This is an optimization exercise on Yosys and OpenROAD, whose aim is small area, a short achievable clock period and few clock cycles, not a production implementation. Only simulation tests tie the RTL to the original design; equivalence was not proved. Power and IR drop assume default switching activity.

## design/flow/run.sh

```bash
#!/bin/bash
# synth_recipe.tcl (not shown) runs the flow's synth.tcl, then flattens the netlist and writes it again
# the make line also repeats each setting of config.mk as NAME=value (left out here)
make -C /OpenROAD-flow-scripts/flow DESIGN_CONFIG=/design/flow/config.mk WORK_HOME=/design/flow/orfs CLKGATE_MAP_FILE= SYNTH_SCRIPT=/design/flow/synth_recipe.tcl finish
```

## design/flow/config.mk

```make
export PLATFORM = sky130hd
export DESIGN_NAME = rv32
export DESIGN_NICKNAME = rv32
export VERILOG_FILES = /design/flow/design.v
export SDC_FILE = /design/flow/constraint.sdc
export NUM_CORES = 4
export LEC_CHECK = 0
export CAP_MARGIN = 20
export CORE_MARGIN = 2
export CORE_UTILIZATION = 35
export SLEW_MARGIN = 20
```

## design/flow/constraint.sdc

```tcl
create_clock -name core_clock -period 14.5 [get_ports {clk}]
set_input_delay 2.9000 -clock core_clock [delete_from_list [all_inputs] [get_ports {clk}]]
set_output_delay 2.9000 -clock core_clock [all_outputs]
set_load 0.01 [all_outputs]
```

## design/flow/design.v

```verilog
module rv32 (clk,clrn,pc,inst,m_addr,d_f_mem,d_t_mem,write,
                                 io_rdn,io_wrn,rvram,wvram,read);
    input         clk, clrn;                                  
    input  [31:0] inst;                                       
    input  [31:0] d_f_mem;                                    
    output [31:0] pc;                                         
    output [31:0] m_addr;                                     
    output [31:0] d_t_mem;                                    
    output  [3:0] write;                                      
    output        read;                                       
    output  [3:0] wvram;                                      
    output        rvram;                                      
    output        io_wrn;                                     
    output        io_rdn;                                     
    reg    [31:0] pc;                                         
    reg    [31:0] ir, ir_pc;                                  
    reg           ir_v;
    reg    [31:0] ex_a, ex_b, ex_i;                           
    reg     [4:0] ex_rd;
    reg           ex_wen, ex_ld, ex_st, ex_br, ex_jalr, ex_csr, ex_iow;
    reg           ex_fam, ex_faw, ex_fbm, ex_fbw;             
    reg           ex_useimm, ex_sub, ex_pred;
    reg           ex_add, ex_slt, ex_sll, ex_sr, ex_xor, ex_or, ex_and, ex_passi, ex_link;
    reg     [2:0] ex_f3;
    reg    [31:0] m_addr, d_t_mem;                            
    reg     [3:0] write, wvram;
    reg           read, rvram, io_wrn, io_rdn;
    reg     [4:0] m_rd;
    reg           m_wen, m_ld;
    reg     [2:0] m_f3;
    reg    [31:0] w_data;                                     
    reg     [4:0] w_rd;
    reg           w_wen, w_ld;
    reg     [2:0] w_f3;
    reg     [1:0] w_a;
    reg    [31:0] w_ldv;
    always @(*) begin
        case (w_f3[1:0])
            2'b00: begin                                        
                case (w_a)
                    2'b00: w_ldv[7:0] = w_data[ 7: 0];
                    2'b01: w_ldv[7:0] = w_data[15: 8];
                    2'b10: w_ldv[7:0] = w_data[23:16];
                    default: w_ldv[7:0] = w_data[31:24];
                endcase
                w_ldv[31:8] = {24{~w_f3[2] & w_ldv[7]}};
            end
            2'b01: begin                                        
                w_ldv[15:0] = w_a[1] ? w_data[31:16] : w_data[15:0];
                w_ldv[31:16] = {16{~w_f3[2] & w_ldv[15]}};
            end
            default: w_ldv = w_data;                            
        endcase
    end
    wire   [31:0] w_val = w_ld ? w_ldv : w_data;
    reg    [31:0] regfile [1:31];
    always @ (posedge clk) begin
        if (w_wen) regfile[w_rd] <= w_val;
    end
    wire    [6:0] opcode = ir[6:0];
    wire    [2:0] func3  = ir[14:12];
    wire    [4:0] rd     = ir[11:7];
    wire    [4:0] rs     = ir[19:15];
    wire    [4:0] rt     = ir[24:20];
    wire          sign   = ir[31];
    wire   [31:0] broffset  = {{19{sign}},ir[31],ir[7],ir[30:25],ir[11:8],1'b0};
    wire   [31:0] simm      = {{20{sign}},ir[31:20]};
    wire   [31:0] stimm     = {{20{sign}},ir[31:25],ir[11:7]};
    wire   [31:0] uimm      = {ir[31:12],12'h0};
    wire   [31:0] jaloffset = {{11{sign}},ir[31],ir[19:12],ir[20],ir[30:21],1'b0};
    wire d_lui   = (opcode == 7'b0110111);
    wire d_auipc = (opcode == 7'b0010111);
    wire d_jal   = (opcode == 7'b1101111);
    wire d_jalr  = (opcode == 7'b1100111);
    wire d_br    = (opcode == 7'b1100011);
    wire d_ld    = (opcode == 7'b0000011);
    wire d_st    = (opcode == 7'b0100011);
    wire d_opi   = (opcode == 7'b0010011);
    wire d_opr   = (opcode == 7'b0110011);
    wire d_csr   = (opcode == 7'b1110011) & (func3 == 3'b001);
    wire d_alu   = d_opi | d_opr;
    wire d_use1  = ~(d_lui | d_auipc | d_jal);
    wire d_use2  = d_opr | d_st | d_br;
    wire d_wr    = (d_lui | d_auipc | d_jal | d_jalr | d_ld | d_alu | d_csr) & (rd != 5'd0);
    wire d_rdm   = d_ld | d_csr;                                
    wire   [31:0] rf_a = (rs == 5'd0) ? 32'd0 : regfile[rs];
    wire   [31:0] rf_b = (rt == 5'd0) ? 32'd0 : regfile[rt];
    wire   [31:0] id_a = (w_wen && (w_rd == rs)) ? w_val : rf_a;
    wire   [31:0] id_b = (w_wen && (w_rd == rt)) ? w_val : rf_b;
    wire hz1 = d_use1 & (rs != 5'd0) & ((ex_ld & ex_wen & (ex_rd == rs)) | (m_ld & m_wen & (m_rd == rs)));
    wire hz2 = d_use2 & (rt != 5'd0) & ((ex_ld & ex_wen & (ex_rd == rt)) | (m_ld & m_wen & (m_rd == rt)));
    wire stall = ir_v & (hz1 | hz2);
    wire          d_pred   = d_br & sign;
    wire   [31:0] id_tgt   = ir_pc + (d_jal ? jaloffset : broffset);
    wire   [31:0] id_pc4   = ir_pc + 32'd4;
    wire   [31:0] fa = ex_fam ? m_addr : ex_faw ? w_data : ex_a;
    wire   [31:0] fb = ex_fbm ? m_addr : ex_fbw ? w_data : ex_b;
    wire   [31:0] op2 = ex_useimm ? ex_i : fb;
    wire   [32:0] sum = {1'b0, fa} + {1'b0, op2 ^ {32{ex_sub}}} + {32'd0, ex_sub};
    wire          ltu = ~sum[32];                               
    wire          lts = (fa[31] ^ op2[31]) ? fa[31] : sum[31];
    wire          lt  = ex_f3[0] ? ltu : lts;
    wire          eq  = (fa == fb);
    reg           cond;
    always @(*) begin
        case (ex_f3)
            3'b000: cond = eq;
            3'b001: cond = ~eq;
            3'b100: cond = lts;
            3'b101: cond = ~lts;
            3'b110: cond = ltu;
            default: cond = ~ltu;
        endcase
    end
    wire   [31:0] shl = fa << op2[4:0];
    wire   [31:0] shr = $signed({ex_f3[2] & ex_i[10] & fa[31], fa}) >>> op2[4:0];
    wire   [31:0] res = ({32{ex_add}}   & sum[31:0])
                      | ({32{ex_slt}}   & {31'd0, lt})
                      | ({32{ex_sll}}   & shl)
                      | ({32{ex_sr}}    & shr)
                      | ({32{ex_xor}}   & (fa ^ op2))
                      | ({32{ex_or}}    & (fa | op2))
                      | ({32{ex_and}}   & (fa & op2))
                      | ({32{ex_passi}} & ex_i)
                      | ({32{ex_link}}  & ex_b);
    wire ex_redirect = (ex_br & (cond ^ ex_pred)) | ex_jalr;
    wire [31:0] ex_tgt = ex_jalr ? {sum[31:1], 1'b0} : ex_i;
    wire vr_space = sum[31] & sum[30] & ~sum[29];
    reg   [3:0] be;
    always @(*) begin
        case (ex_f3[1:0])
            2'b00:   be = 4'b0001 << sum[1:0];
            2'b01:   be = sum[1] ? 4'b1100 : 4'b0011;
            default: be = 4'b1111;
        endcase
    end
    reg  [31:0] st_data;
    always @(*) begin
        case (ex_f3[1:0])
            2'b00:   st_data = {4{fb[7:0]}};
            2'b01:   st_data = {2{fb[15:0]}};
            default: st_data = fb;
        endcase
    end
    wire id_go   = ir_v & ~stall & ~ex_redirect;                
    wire id_jump = id_go & (d_jal | d_pred);
    always @ (posedge clk or negedge clrn) begin
        if (!clrn) begin
            pc      <= 0;
            ir_v    <= 0;
            ex_wen  <= 0; ex_ld <= 0; ex_st <= 0; ex_br <= 0; ex_jalr <= 0;
            ex_csr  <= 0; ex_iow <= 0;
            write   <= 0; wvram <= 0; read <= 0; rvram <= 0;
            io_wrn  <= 1; io_rdn <= 1;
            m_wen   <= 0; m_ld <= 0;
            w_wen   <= 0; w_ld <= 0;
        end else begin
            if (ex_redirect)      pc <= ex_tgt;
            else if (stall)       pc <= pc;
            else if (id_jump)     pc <= id_tgt;
            else                  pc <= pc + 32'd4;
            if (ex_redirect | id_jump) ir_v <= 0;
            else if (!stall)           ir_v <= 1;
            ex_wen  <= id_go & d_wr;
            ex_ld   <= id_go & d_rdm;
            ex_st   <= id_go & d_st;
            ex_br   <= id_go & d_br;
            ex_jalr <= id_go & d_jalr;
            ex_csr  <= id_go & d_csr;
            ex_iow  <= id_go & d_csr & (rs != 5'd0);
            write   <= {4{ex_st & ~vr_space}} & be;
            wvram   <= {4{ex_st &  vr_space}} & be;
            read    <= ex_ld & ~ex_csr & ~vr_space;
            rvram   <= ex_ld & ~ex_csr &  vr_space;
            io_rdn  <= ~(ex_csr & ex_wen);
            io_wrn  <= ~ex_iow;
            m_wen   <= ex_wen;
            m_ld    <= ex_ld;
            w_wen   <= m_wen;
            w_ld    <= m_ld;
        end
    end
    always @ (posedge clk) begin
        if (!stall) begin
            ir    <= inst;
            ir_pc <= pc;
        end
        ex_a      <= d_auipc ? ir_pc : id_a;
        ex_b      <= (d_jal | d_jalr) ? id_pc4 : id_b;
        ex_i      <= d_br  ? (d_pred ? id_pc4 : id_tgt) :
                     d_st  ? stimm :
                     (d_lui | d_auipc) ? uimm :
                     d_csr ? {20'd0, ir[31:20]} : simm;
        ex_rd     <= rd;
        ex_f3     <= d_csr ? 3'b010 : func3;
        ex_pred   <= d_pred;
        ex_fam    <= d_use1 & (rs != 5'd0) & ex_wen & (ex_rd == rs);
        ex_faw    <= d_use1 & (rs != 5'd0) & m_wen  & (m_rd  == rs);
        ex_fbm    <= d_use2 & (rt != 5'd0) & ex_wen & (ex_rd == rt);
        ex_fbw    <= d_use2 & (rt != 5'd0) & m_wen  & (m_rd  == rt);
        ex_useimm <= ~(d_opr | d_br);
        ex_sub    <= (d_opr & ir[30] & (func3 == 3'b000)) | d_br |
                     (d_alu & (func3[2:1] == 2'b01));
        ex_add    <= ((d_alu & (func3 == 3'b000)) | d_auipc | d_ld | d_st);
        ex_slt    <= d_alu & (func3[2:1] == 2'b01);
        ex_sll    <= d_alu & (func3 == 3'b001);
        ex_sr     <= d_alu & (func3 == 3'b101);
        ex_xor    <= d_alu & (func3 == 3'b100);
        ex_or     <= d_alu & (func3 == 3'b110);
        ex_and    <= d_alu & (func3 == 3'b111);
        ex_passi  <= d_lui | d_csr;
        ex_link   <= d_jal | d_jalr;
        m_addr    <= res;
        d_t_mem   <= ex_csr ? fa : st_data;
        m_rd      <= ex_rd;
        m_f3      <= ex_f3;
        w_data    <= m_ld ? d_f_mem : m_addr;
        w_rd      <= m_rd;
        w_f3      <= m_f3;
        w_a       <= m_addr[1:0];
    end
endmodule
```

==> out/metrics.csv <==
stage;metric;value;unit
run_status;status;no timing/DRC/antenna violations;
routing;vias_per_cell;6.17;
floorplanning;num_rows;165;
sta;period_minus_slack;7.24;ns
routing;routed_wl;289000;µm
logic_synthesis;ys_warn_count;1;
hold_path;hold_start;m_f3[0];
logic_synthesis;synthSimpleGateAreaFrac;6.26;%
clocking;cts_setup_buffers;0;
pwr;power.share.switching;32.4;%
logic_synthesis;async_flop_share;4.13;%
sta;fmax;0.138;GHz
global_routing;antenna_found_initial;17;
sta;final-setup-viol-count;0;
place;numPortBuffers;173;
finish;area_growth;14.4;%
floorplanning;pin_count;174;
pwr;power.internal;0.00741;W
logic_synthesis;synth_cell_types;95;
worst_setup_path;worstPathRequired;15.20;ns
logic_synthesis;synth_top_family_by_area;multiplexers;
finish;drive_gt1_share;21.2;%
logic_synthesis;ys_seq_elements;1356;
flow_run;maxCapViolations;0;
clocking;tritoncts;yes;
sta;relSlewSlack;14.5;%
routing;vias;50100;
hold_path;hp-class;reg -> reg;
logic_synthesis;synthFlopType;edfxtp_1;
worst_setup_path;cp-startpoint;ex_fbw;
logic_synthesis;synth-edff-count;1056;
sta;rsz0062_at_grt;no;
worst_setup_path;worstSetupStartpointType;register;
clocking;clk_latency;0.83;ns
sta;timing.final.ws_setup;7.26;ns
worst_setup_path;crit_arrival;7.95;ns
clocking;clockBufferDepth;3;
global_routing;grt_pass1_vias;49700;
logic_synthesis;yosysTopAreaCell;edfxtp_1;
finish;nNetsFinal;5522;
routing;drt_first_pass_iters;6;
floorplanning;start_util;35.3;%
logic_synthesis;synth_compound_area_share;9.42;%
pwr;power_leakage;27.6;nW
routing;remaining_drc_errors;0;
clocking;path_clk_slew;0.06;ns
routing;first_iter_violations;6933;
logic_synthesis;seq_area_frac_synth;53.2;%
pwr;clockPowerShare;36.0;%
sta;finalClockSkew;0.0501;ns
finish;nFillCells;18600;
floorplanning;core;203000;µm²
logic_synthesis;yosys-top-cells-count;edfxtp_1 (1056), mux4_2 (553), nor2_1 (376);
pwr;p_switching;0.00354;W
global_routing;grtUsageTotal;27.3;%
clocking;cts-root-buf;clkbuf_16;
place;hpwl;194000;µm
routing;antenna_left;0;
global_routing;grt_overflow;0;
worst_setup_path;critical_path_class;reg -> reg;
floorplanning;fp.dieW;456;µm
sta;period_share;50.0;%
pwr;power.share.combinational;20.5;%
clocking;clock_sinks;1356;
sta;setup_tns;0;ns
global_routing;grt_pass1_wl;398000;µm
sta;timing.final.hold_violations;0;
logic_synthesis;yosys-top-cells-area;edfxtp_1 (44%), mux4_2 (17%), dfxtp_1 (6.8%);
routing;wl_per_cell;35.5;µm
logic_synthesis;yosysMostFrequentCell;edfxtp_1;
clocking;cts_made_buffers;155;
finish;fin_util;40.4;%
logic_synthesis;synth_top_area_share;44.4;%
floorplanning;dieArea;208000;µm²
logic_synthesis;syn_nets;5425;
logic_synthesis;syn_area_per_cell;13.7;µm²
worst_setup_path;worstReg2RegStart;ex_fbw;
logic_synthesis;synth_xor_area_share;2.37;%
global_routing;grt_max_degree;134;
logic_synthesis;syn_area;71500;µm²
clocking;holdBufCountCts;0;
sta;whs;0.335;ns
clocking;htree_num_levels;4;
floorplanning;die_h;456;µm
worst_setup_path;end_kind;register;
place;post-place-ws;7.39;ns
sta;tightest_slew;1.28;ns
logic_synthesis;synth_adder_area_share;2.30;%
clocking;ctsResizeCount;0;
worst_setup_path;path_max_fanout;51;
pwr;ir_worst_vdd;0.000126;V
sta;finalMaxSlewViolations;0;
logic_synthesis;synthCells;5229;
pwr;seq_power_share;43.5;%
pwr;power_density;134;nW/µm²
place;place_congestion;0.997;
logic_synthesis;synthMuxAreaShare;23.7;%
==> state kept, by name (all words and copies together), names as in the netlist, 2 cells and up, named ones only <==
register and cells:
m_addr 32, m_f3 3, w_data 32, ir_pc 32, ir 32, pc 32
ex_f3 3, w_rd 5, w_a 2, w_f3 3, wvram 4, d_t_mem 32
ex_rd 5, ex_a 32, write 4, m_rd 5, ex_i 32, ex_b 32
regfile 992
==> per-stage QoR <==
step / std cells / power (W) / cell area [µm²]
2_1_floorplan: 5229 / 0.00582 / 71500
3_3_place_gp: 7840 / 0.00697 / 76600
3_5_place_dp: 7840 / 0.00696 / 76600
4_1_cts: 8122 / 0.0109 / 81700
5_1_grt: 8124 / 0.0112 / 81700
6_report: 8130 / 0.0109 / 81700
==> worst max-delay path: stages, from the launching register on <==
cell and delay (ns):
dfxtp_1 0.31, buf_4 0.45, mux2_1 0.37, mux2i_1 0.53, o21a_2 0.21, buf_4 0.58
xnor2_1 0.22, inv_1 0.09, fa_1 0.43, nor2b_1 0.19, o31ai_1 0.15, a211oi_1 0.46
nor3_1 0.14, o211ai_1 0.28, xnor2_1 0.18, o211ai_2 0.12, a211oi_4 0.41, mux2i_4 0.28
buf_4 0.53, or2_0 0.72, o221ai_1 0.21, a21o_1 0.19
==> cell usage in the layout (no fill, tap or decap), types with 28 or more instances in the layout <==
master / count
a211oi_1: 97
a21o_1: 44
a21oi_1: 318
a221o_1: 28
and3_1: 28
buf_4: 148
clkbuf_16: 159
clkdlybuf4s50_1: 172
clkinv_1: 28
clkinv_2: 28
dfrtp_1: 51
dfxtp_1: 224
edfxtp_1: 1056
ha_1: 128
inv_1: 126
mux2_2: 87
mux2i_1: 311
mux4_2: 553
nand2_1: 313
nand3_1: 81
nor2_1: 344
nor2_4: 32
nor3_1: 56
o211ai_1: 49
o21a_1: 33
o21ai_0: 210
o21ai_1: 30
o221ai_1: 28
o22ai_1: 28
xnor2_1: 117
xor2_1: 72
==> layer usage <==
| metal | wire length, µm | global-route usage [%] | vias to the layer above |
|---|---|---|---|
| li1 | - | - | 20800 |
| met1 | 109000 | 34.1 | 25900 |
| met2 | 131000 | 42.4 | 2820 |
| met3 | 25300 | 5.84 | 620 |
| met4 | 22900 | 18.4 | 16 |
| met5 | 102 | 0 | - |
==> cells by family (layout without fill, tap and decap cells) <==
logic type / after synthesis / after routing
XOR/XNOR: 193 / 193
flip-flops: 1356 / 1356
AO/OA/AOI/OAI: 1053 / 1053
buffers and inverters: 517 / 739
multiplexers: 978 / 978
AND/OR/NAND/NOR: 1002 / 1002
adder cells (fa/ha/maj): 130 / 130
other: 0 / 7
==> power by group through the flow <==
stage	Clock, W	Sequential, W	Combinational (W)
6_report	0.00394	0.00476	0.00225
5_1_grt	0.00414	0.00475	0.00233
4_1_cts	0.00399	0.00472	0.00218
3_5_place_dp	0	0.00479	0.00217
3_3_place_gp	0	0.00480	0.00217
2_1_floorplan	0	0.00457	0.00124
==> final timing paths <==
kind | to | slack [ns] | depth (start not counted)
max in group asynchronous | ex_csr | 11.57 | 2
worst min register to register | w_f3[0] | 0.34 | 0
min in group asynchronous | pc[16] | 2.28 | 2
worst max register to register | pc[31] | 7.26 | 21
worst max-delay path | pc[31] | 7.26 | 21
worst min-delay path | w_f3[0] | 0.34 | 0
==> cell type report <==
type | instances | area (µm²) | share of cell area (%)
repair buffers | 325 | 2910 | 3.56
multi-input cells | 3356 | 31800 | 39.0
flip-flops and latches | 1356 | 38000 | 46.5
diodes | 7 | 17.5 | 0.0214
well taps | 2672 | 3340 | 4.09
clock inverters | 91 | 955 | 1.17
inverters | 132 | 495 | 0.606
clock buffers | 191 | 4130 | 5.05
Testbench counts, summed over its fixed seeds: cycles 50,141.

## separate check: timing with driven ports
The results above use ideal ports. As a check the final layout listed here was re-extracted and re-timed, cells and wires unchanged.
Step 1: set_driving_cell puts a clkbuf_16 on clk and a buf_2 on each other input, an assumption about the parent block.
Step 2 times the ports against the registers' clock, not the clock port: input delays grow and output delays shrink by t, the midpoint of the rising clock arrivals with the driver on.
Slacks: ideal ports / drivers / drivers and shift; pairs: ideal ports / drivers.
shift t [ns]: 0.885
slack for setup (ns): 7.256 / 7.256 / 7.256
clock arrival spread, ns: 0.059 / 0.060
slew at the worst register clock pin (ns): 0.07 / 0.07
After both steps setup and hold are still met in this run. For this run, drivers alone change the setup slack by 0.000 ns; drivers and shift together by 0.000 ns.
